From an optimization exercise on the open Yosys and OpenROAD flow, aimed at small area; shortcuts taken in it are not production practice. The RTL was checked by simulation tests, not by an equivalence proof against the original design. No activity file was given, so power comes from the tool's default toggle rates.

==> lagoon: inputs <==
Design simple_cpu, start of the top module:
module simple_cpu(
	input             clk,
	input             rst,
	output reg [31:0] PC,
	input  [31:0]     Instruction,
	output [31:0]     Address,
	output            MemWrite,
	output [31:0]     Write_data,
	output [ 3:0]     Write_strb,
	input  [31:0]     Read_data,
	output            MemRead
);
==> flow/config.mk <==
export PLATFORM = sky130hd
export DESIGN_NAME = simple_cpu
export DESIGN_NICKNAME = simple_cpu
export VERILOG_FILES = /design/flow/design.v
export SDC_FILE = /design/flow/constraint.sdc
export NUM_CORES = 4
export LEC_CHECK = 0
export CAP_MARGIN = 20
export CORE_MARGIN = 2
export CORE_UTILIZATION = 45
export PLACE_DENSITY = 0.65
export SETUP_SLACK_MARGIN = 0.15
export SLEW_MARGIN = 20
export SYNTH_HIERARCHICAL = 1
==> flow/constraint.sdc <==
create_clock -name core_clock -period 11.0 [get_ports {clk}]
set_input_delay 2.2000 -clock core_clock [delete_from_list [all_inputs] [get_ports {clk}]]
set_output_delay 2.2000 -clock core_clock [all_outputs]
set_load 0.01 [all_outputs]
standard.sh (not shown) runs the stock make flow with config.mk's settings and CLKGATE_MAP_FILE= SYNTH_SCRIPT=/design/flow/synth_recipe.tcl, a recipe that flattens the netlist after the stock synthesis.
==> flow/flow/run.sh <==
#!/bin/bash
# Layout: the standard ORFS flow (standard.sh) with two changes:
#  - port buffers are buf_2 (the default pick is the slow clkdlybuf4s50_1),
#  - the clock tree uses clkbuf_8 leaves over clusters of up to 16 flip-flops
#    and no dummy loads.
# standard.sh writes each tool's log under orfs/logs; its own output goes to
# standard.log here.
export BUFFER_PORTS_ARGS="-buffer_cell sky130_fd_sc_hd__buf_2"
export CTS_ARGS="-sink_clustering_enable -repair_clock_nets -dont_use_dummy_load -sink_clustering_size 16 -sink_clustering_max_diameter 50 -buf_list {sky130_fd_sc_hd__clkbuf_8}"
bash standard.sh > standard.log 2>&1
==> nickel (differences from lagoon) <==
--- a/flow/design.v
+++ b/flow/design.v
@@ -332,13 +332,23 @@
 	wire sub   = Rtype ? (fn[5] & ~fn[2] & fn[1]) : (Icalc & ~op[2] & op[1]);
 	wire sgn   = ~(Rtype ? fn[0] : op[0]);
 	wire use_rt = ~op[5] & ~op[3] & ~r_mov;
 	wire sext   = op[5] | ~op[2];
 	wire lui    = ~op[5] & op[2] & op[1] & op[0];
-	wire [15:0] b_lo = imm & {16{~Rtype & ~lui}};
-	wire [15:0] b_hi = lui ? imm : {16{sext & imm[15] & ~Rtype}};
-	wire [31:0] ix = {b_hi, b_lo} ^ {32{sub}};
+	wire lo_en = ~Rtype & ~lui;
+	wire lo_1  = lo_en & ~sub;          
+	wire lo_0  = lo_en & sub;           
+	wire hi_x  = ((sext & imm[15]) ^ sub) & ~Rtype & ~lui;
+	wire [15:0] ix_lo, ix_hi;
+	genvar k;
+	generate
+		for (k = 0; k < 16; k = k + 1) begin : g_ix
+			assign ix_lo[k] = imm[k] ? lo_1 : lo_0;
+			assign ix_hi[k] = (imm[k] & lui) | hi_x;
+		end
+	endgenerate
+	wire [31:0] ix = {ix_hi, ix_lo};
 	wire [31:0] alu_res;
 	wire equal;
 	wire [1:0] e;
 	alu u_alu(
 		.A(rdata1), .rt(rdata2), .ix(ix), .use_rt(use_rt), .sub(sub), .sgn(sgn),
==> flow/flow/run.sh (replaced) <==
#!/bin/bash
# Layout: the standard ORFS flow (standard.sh) with two changes:
#  - port buffers are buf_1 (the default pick is the slow clkdlybuf4s50_1;
#    repair upsizes the ones that need it),
#  - the clock tree uses clkbuf_8 leaves over clusters of up to 18 flip-flops
#    and no dummy loads.
# standard.sh writes each tool's log under orfs/logs; its own output goes to
# standard.log here.
export BUFFER_PORTS_ARGS="-buffer_cell sky130_fd_sc_hd__buf_1"
export CTS_ARGS="-sink_clustering_enable -repair_clock_nets -dont_use_dummy_load -sink_clustering_size 18 -sink_clustering_max_diameter 60 -buf_list {sky130_fd_sc_hd__clkbuf_8}"
bash standard.sh > standard.log 2>&1
--- a/flow/config.mk
+++ b/flow/config.mk
@@ -5,10 +5,10 @@
 export SDC_FILE = /design/flow/constraint.sdc
 export NUM_CORES = 4
 export LEC_CHECK = 0
 export CAP_MARGIN = 20
 export CORE_MARGIN = 2
-export CORE_UTILIZATION = 45
-export PLACE_DENSITY = 0.65
+export CORE_UTILIZATION = 50
+export PLACE_DENSITY = 0.7
 export SETUP_SLACK_MARGIN = 0.15
 export SLEW_MARGIN = 20
 export SYNTH_HIERARCHICAL = 1
==> qor summary <==
item                                                                       nickel                     lagoon
Instance area after placement                                          51600 um^2                 52000 um^2
DRC violation total after the first TritonRoute iteration                   14600                      13300
Largest net degree at the start of global routing                              37                         51
Sequential power                                                          5.79 mW                    5.83 mW
Met1 Resource Use GR                                                        0.603                      0.557
Share of cell area taken by flip-flops and latches                          0.387                      0.382
Detailed-route wire length per cell                                       40.1 um                    39.8 um
Slowest-stage cell, CP                                     sky130_fd_sc_hd__or3_1  sky130_fd_sc_hd__a222oi_1
Launching element of the worst setup path                         Instruction[17]            Instruction[18]
Post-route insts no fill                                                     6077                       6179
Worst path bufs/invs                                                            5                          3
Reg2reg setup slack                                                       3420 ps                    3360 ps
Outcome                                                            finished clean             finished clean
Worst Tran Pin Value                                                      1330 ps                    1300 ps
Worst slack, placed                                                        392 ps                     455 ps
Post-route worst hold slack                                                516 ps                     509 ps
Number of core rows                                                           112                        118
Fillcell total                                                               8276                       9400
Vias                                                                        50600                      50100
Horiz. Die Dim                                                             310 um                     326 um
Met2 wire length                                                          96.6 mm                    99.6 mm
Final #Nets                                                                  4939                       4916

==> afterwards: timing with drivers on the ports <==
The results above use ideal ports. As a check the final layouts listed here were re-extracted and re-timed, cells and wires unchanged. Step 1, drivers: a clkbuf_16 drives clk and a buf_2 each remaining input, both assumed. Step 2 also shifts input and output timing later by t, the mid clock arrival at the registers, as if the neighbouring blocks saw the same clock. Three values: no drivers, after step 1, after step 2; two values: the first two.
| run | t, ns | slack for setup (ns) | worst setup path after step 2 |
|---|---|---|---|
| lagoon | 0.867 | 0.216 / 0.136 / 0.136 | input to output |
| nickel | 0.862 | 0.261 / 0.220 / 0.220 | input to output |
After both steps every run listed still meets setup and hold. The setup slack of lagoon, which loses most, moves by -0.080 ns with the drivers and by -0.080 ns with both steps.
